Background: an optimization exercise with open tools, aiming at small area and a short achievable clock period. Do not read the settings as production practice.
At most, simulation tests tie the RTL to the original design; equivalence was not proved.

== the reference run ==
==> flow/design.v <==
module alu_top (
    input             clk,
    input      [15:0] a,
    input      [15:0] b,
    input      [2:0]  opcode,
    input      [1:0]  mode,
    output reg [31:0] result,
    output reg        eq
);
    reg [15:0] a_q;
    reg [15:0] b_q;
    reg [2:0]  opcode_q;
    reg [1:0]  mode_q;
    wire [31:0] alu_out;
    wire        alu_eq;
    ALU u_alu (.a(a_q), .b(b_q), .opcode(opcode_q), .mode(mode_q),
               .outALU(alu_out), .eq(alu_eq));
    always @(posedge clk) begin
        a_q      <= a;
        b_q      <= b;
        opcode_q <= opcode;
        mode_q   <= mode;
        result   <= alu_out;
        eq       <= alu_eq;
    end
endmodule

module logic_unit(a, b, x, eq);
input  [15:0] a;
input  [15:0] b;
output [15:0] x;
output eq;
assign x = a ^ b;
assign eq = ~|x;
endmodule
module arith(a, b, sub, inc, dec, s, co, p, q, dz);
input  [15:0] a;
input  [15:0] b;
input  sub, inc, dec;
output [15:0] s;
output co;
output [31:0] p;
output [15:0] q;
output dz;
wire gt = a > b;
wire [15:0] y = a ^ {16{sub & ~gt}};
wire [15:0] x = (b & {16{~(inc | dec)}}) ^ {16{(sub & gt) | dec}};
add16 ad (.a(y), .b(x), .ci(sub | inc), .s(s), .co(co));
mul16 mu (.a(a), .b(b), .p(p));
div16 dv (.a(a), .b(b), .gt(gt), .q(q), .dz(dz));
endmodule
module add16(a, b, ci, s, co);
input  [15:0] a;
input  [15:0] b;
input  ci;
output [15:0] s;
output co;
wire [16:0] c;
assign c[0] = ci;
genvar k;
generate for (k = 0; k < 16; k = k + 1) begin : rb
    fa u (.x(a[k]), .y(b[k]), .z(c[k]), .c(c[k+1]), .s(s[k]));
end endgenerate
assign co = c[16];
endmodule
module div16(a, b, gt, q, dz);
input  [15:0] a;
input  [15:0] b;
input  gt;
output [15:0] q;
output dz;
wire [15:0] n = gt ? a : b;
wire [15:0] d = gt ? b : a;
wire [16:0] za, zb;
assign za[16] = 1'b1;
assign zb[16] = 1'b1;
genvar k, j;
generate for (k = 15; k >= 0; k = k - 1) begin : zp
    assign za[k] = za[k+1] & ~a[k];
    assign zb[k] = zb[k+1] & ~b[k];
end endgenerate
wire [16:0] hz = za | zb;
assign dz = hz[0];
wire [17:0] d3;
wire [16:0] c3;
assign d3[0] = d[0];
assign c3[1] = 1'b0;
generate for (k = 1; k < 16; k = k + 1) begin : m3
    fa u (.x(d[k]), .y(d[k-1]), .z(c3[k]), .c(c3[k+1]), .s(d3[k]));
end endgenerate
ha m3h (.x(d[15]), .y(c3[16]), .c(d3[17]), .s(d3[16]));
wire [15:0] r [0:7];
generate for (j = 0; j < 8; j = j + 1) begin : st
    localparam W = 2*j + 2;
    wire h3 = (a <= ((1 << W) - 1) / 3) | (b <= ((1 << W) - 1) / 3);
    wire [W-1:0] t;
    if (j == 0) begin : f
        assign t = n[15:14];
    end else begin : m
        assign t = {r[j-1][W-3:0], n[15-2*j:14-2*j]};
    end
    wire [1:0] qq;
    wire [W-1:0] rr;
    dstep #(.W(W), .LAST(j == 7)) u (.t(t), .d(d[W-1:0]), .d3(d3[W-1:0]),
        .h1(hz[W]), .h2(hz[W-1]), .h3(h3), .q(qq), .r(rr));
    assign q[15-2*j:14-2*j] = qq;
    assign r[j] = rr;
end endgenerate
endmodule
module dstep #(parameter W = 2, parameter LAST = 0) (t, d, d3, h1, h2, h3, q, r);
input  [W-1:0] t;
input  [W-1:0] d;
input  [W-1:0] d3;
input  h1, h2, h3;
output [1:0] q;
output [W-1:0] r;
function [W:0] subbk;
    input [W-1:0] t;
    input [W-1:0] d;
    input integer n;
    reg [W-1:0] g, p, gg, pp;
    integer i, l;
    begin
        g = t & ~d;
        p = ~(t ^ d);
        g[0] = g[0] | p[0];
        gg = g;
        pp = p;
        for (l = 1; l < W; l = l * 2)
            for (i = 2*l - 1; i < n; i = i + 2*l) begin
                gg[i] = gg[i] | (pp[i] & gg[i-l]);
                pp[i] = pp[i] & pp[i-l];
            end
        for (l = H; l >= 1; l = l / 2)
            for (i = 3*l - 1; i < n; i = i + 2*l) begin
                gg[i] = gg[i] | (pp[i] & gg[i-l]);
                pp[i] = pp[i] & pp[i-l];
            end
        subbk[W] = gg[n-1];
        subbk[0] = ~p[0];
        for (i = 1; i < W; i = i + 1)
            subbk[i] = p[i] ^ gg[i-1];
    end
endfunction
localparam H = (W > 8) ? 8 : (W > 4) ? 4 : (W > 2) ? 2 : 1;
wire [W:0] s1 = subbk(t, d, W);
wire [W:0] s2x = subbk({1'b0, t[W-1:1]}, {1'b0, d[W-2:0]}, W - 1);
wire [W:0] s2 = {s2x[W], s2x[W-2:0], t[0]};
wire [W:0] s3 = subbk(t, d3, W);
wire ge1 = h1 & s1[W];
wire ge2 = h2 & s2[W];
wire ge3 = h3 & s3[W];
assign q = {ge2, ge3 | (ge1 & ~ge2)};
generate if (LAST) begin : l
    assign r = {W{1'b0}};
end else begin : n
    assign r = ge3 ? s3[W-1:0] : ge2 ? s2[W-1:0] : ge1 ? s1[W-1:0] : t;
end endgenerate
endmodule
module mul16(a, b, p);
input  [15:0] a;
input  [15:0] b;
output [31:0] p;
wire [15:0] an = ~a;
wire [15:0] bn = ~b;
wire [16:0] s [0:15];
wire [15:0] c [0:15];
genvar i, k;
generate
for (k = 0; k < 16; k = k + 1) begin : r0
    nor2 g (.a(an[k]), .b(bn[0]), .y(s[0][k]));
end
assign s[0][16] = 1'b0;
for (i = 1; i < 16; i = i + 1) begin : row
    for (k = 0; k < 16; k = k + 1) begin : col
        wire x;
        nor2 g (.a(an[k]), .b(bn[i]), .y(x));
        if (i == 1 && k == 15) begin : n
            assign s[i][k] = x;
            assign c[i][k] = 1'b0;
        end else if (i == 1) begin : h1
            ha u (.x(x), .y(s[0][k+1]), .c(c[i][k]), .s(s[i][k]));
        end else if (k == 15) begin : h2
            ha u (.x(x), .y(c[i-1][k]), .c(c[i][k]), .s(s[i][k]));
        end else begin : f
            fa u (.x(x), .y(s[i-1][k+1]), .z(c[i-1][k]), .c(c[i][k]), .s(s[i][k]));
        end
    end
    assign s[i][16] = 1'b0;
end
for (i = 0; i < 16; i = i + 1) begin : lo
    assign p[i] = s[i][0];
end
wire [16:0] rc;
for (k = 0; k < 16; k = k + 1) begin : fin
    if (k == 0) begin : h
        ha u (.x(s[15][1]), .y(c[15][0]), .c(rc[1]), .s(p[16]));
    end else if (k == 15) begin : t
        assign p[31] = c[15][15] ^ rc[15];
    end else begin : f
        fa u (.x(s[15][k+1]), .y(c[15][k]), .z(rc[k]), .c(rc[k+1]), .s(p[16+k]));
    end
end
endgenerate
endmodule
module fa(x, y, z, c, s);
input x, y, z;
output c, s;
assign s = x ^ y ^ z;
assign c = (x & y) | (x & z) | (y & z);
endmodule
module ha(x, y, c, s);
input x, y;
output c, s;
assign s = x ^ y;
assign c = x & y;
endmodule
module nor2(a, b, y);
input a, b;
output y;
assign y = ~(a | b);
endmodule
module crypto(a, g2b);
input  [15:0] a;
output [15:0] g2b;
assign g2b[15] = a[15];
genvar i;
generate for (i = 14; i >= 0; i = i - 1) begin : pfx
    assign g2b[i] = g2b[i+1] ^ a[i];
end endgenerate
endmodule
module ALU(a, b, opcode, mode, outALU, eq);
input  [15:0] a;
input  [15:0] b;
input  [2:0]  opcode;
input  [1:0]  mode;
output [31:0] outALU;
output eq;
wire [15:0] x;       
wire [15:0] g2b;     
logic_unit l1 (.a(a), .b(b), .x(x), .eq(eq));
crypto     d1 (.a(a), .g2b(g2b));
wire m0 = (mode == 2'b00);
wire m1 = (mode == 2'b01);
wire m2 = (mode == 2'b10);
wire op_and = m0 & (opcode == 3'b000);
wire op_or  = m0 & (opcode == 3'b001);
wire op_xor = m0 & (opcode == 3'b010);
wire op_not = m0 & (opcode == 3'b011);
wire op_add = m1 & (opcode == 3'b000);
wire op_mul = m1 & (opcode == 3'b001);
wire op_sub = m1 & (opcode == 3'b010);
wire op_div = m1 & (opcode == 3'b011);
wire op_inc = m1 & (opcode == 3'b100);
wire op_dec = m1 & (opcode == 3'b101);
wire op_gen = m2 & (opcode == 3'b000);
wire op_gde = m2 & (opcode == 3'b001);
wire [15:0] s;       
wire co;
wire [31:0] p;       
wire [15:0] q;       
wire dz;             
arith a1 (.a(a), .b(b), .sub(op_sub), .inc(op_inc), .dec(op_dec),
          .s(s), .co(co), .p(p), .q(q), .dz(dz));
wire sel_s = op_add | op_sub | op_inc | op_dec;
wire tt0 = op_not;
wire tt1 = op_or | op_xor | op_not;
wire tt2 = op_or | op_xor;
wire tt3 = op_and | op_or;
wire [15:0] gen = a ^ {1'b0, a[15:1]};
genvar i;
generate for (i = 0; i < 16; i = i + 1) begin : lo
    wire lg = a[i] ? (b[i] ? tt3 : tt2) : (b[i] ? tt1 : tt0);
    assign outALU[i] = lg | (sel_s & s[i]) | (op_mul & p[i]) | (op_div & q[i])
                     | (op_gen & gen[i]) | (op_gde & g2b[i]);
end endgenerate
wire hi1 = (op_div & dz) | (op_dec & ~co);
assign outALU[16] = (op_mul & p[16]) | hi1 | (op_inc & co);
assign outALU[31:17] = ({15{op_mul}} & p[31:17]) | {15{hi1}};
endmodule
Settings: LEC_CHECK=0, ABC_AREA=0, ABC_CLOCK_PERIOD_IN_PS=20000, CAP_MARGIN=20, CORE_MARGIN=2, CORE_UTILIZATION=70, PLACE_DENSITY=0.8, SLEW_MARGIN=20, SYNTH_HIERARCHICAL=1, SYNTH_MINIMUM_KEEP_SIZE=0; clock period 90.0 ns.
standard.sh (not shown) runs the stock make flow with config.mk's settings and CLKGATE_MAP_FILE= SYNTH_SCRIPT=/design/flow/synth_recipe.tcl, a recipe that flattens the netlist after the stock synthesis.
==> flow/flow/run.sh <==
#!/bin/bash
# Standard layout with two changes in how it is made (clock and constraints unchanged):
#  - ports are buffered with the smallest buffer, which the resizer upsizes where needed;
#  - the resizer's setup repair aims at a period close to what the I/O paths allow.
set -euo pipefail
export SETUP_SLACK_MARGIN=71.1
export BUFFER_PORTS_ARGS="-buffer_cell sky130_fd_sc_hd__buf_1"
bash standard.sh > standard_flow.log 2>&1
--- input diff the reference run..the trial run ---
==> flow/design.v, changed modules only <==
module dstep #(parameter W = 2, parameter LAST = 0) (t, d, d3, h1, h2, h3, q, r);
input  [W-1:0] t;
input  [W-1:0] d;
input  [W-1:0] d3;
input  h1, h2, h3;
output [1:0] q;
output [W-1:0] r;
wire [W:0] s1 = {1'b0, t} - {1'b0, d};
wire [W:0] s2 = {1'b0, t} - {1'b0, d[W-2:0], 1'b0};
wire [W:0] s3 = {1'b0, t} - {1'b0, d3};
wire ge1 = h1 & ~s1[W];
wire ge2 = h2 & ~s2[W];
wire ge3 = h3 & ~s3[W];
assign q = {ge2, ge3 | (ge1 & ~ge2)};
generate if (LAST) begin : l
    assign r = {W{1'b0}};
end else begin : n
    assign r = ge3 ? s3[W-1:0] : ge2 ? s2[W-1:0] : ge1 ? s1[W-1:0] : t;
end endgenerate
endmodule
## What came out
Between the trial run and the reference run, the fraction of final layout cells with drive strength greater than 1 is higher for the reference run. Summary of the trial run over the reference run: first-pass GRT wire length saw an increase; met3 layer wire length in the routed design saw a decrease. The fraction of standard cell area in multi-input logic of the trial run exceeds that of the reference run by 2.2 points. Area added between synthesis and finish, the trial run and the reference run: smaller value in the trial run. Against the reference run, post-route cell area in the trial run rose slightly. met4 as the highest routing layer actually used was reported by the reference run, and met5 by the trial run. Area of the die sits higher in the trial run than in the reference run. Compared with the reference run, the trial run shows number of nets in the layout that has gone up by a few percent. NOTE iteration-0 DRC count of the detailed router the reference run->the trial run increased slightly. Higher clock-buffer cell count among the trial run and the reference run: the reference run.
Only the layout flow was run in the trial run; the RTL was not checked for function there.

## static timing again, ports no longer ideal
In the flow no input, the clock included, has a driving cell. The finished layouts below were timed again as built, in two steps.
Step 1, drivers: a clkbuf_16 drives clk and a buf_2 each remaining input, both assumed.
Step 2 adds t to the input delays and takes it off the output delays; t is the mean of the earliest and latest rising clock arrival at the registers after step 1. Input paths then give back, and output paths get back, about the clock's delay inside the block.
a / b / c = ideal ports / drivers / drivers and shift; a / b = the first two.
run | shift t [ns] | setup slack, ns | slew at the worst register clock pin (ns)
the reference run | 0.382 | 71.148 / 71.107 / 71.489 | 0.06 / 0.06
the trial run | 0.403 | 71.146 / 71.098 / 71.501 | 0.08 / 0.08
After both steps setup and hold are still met in every run listed.
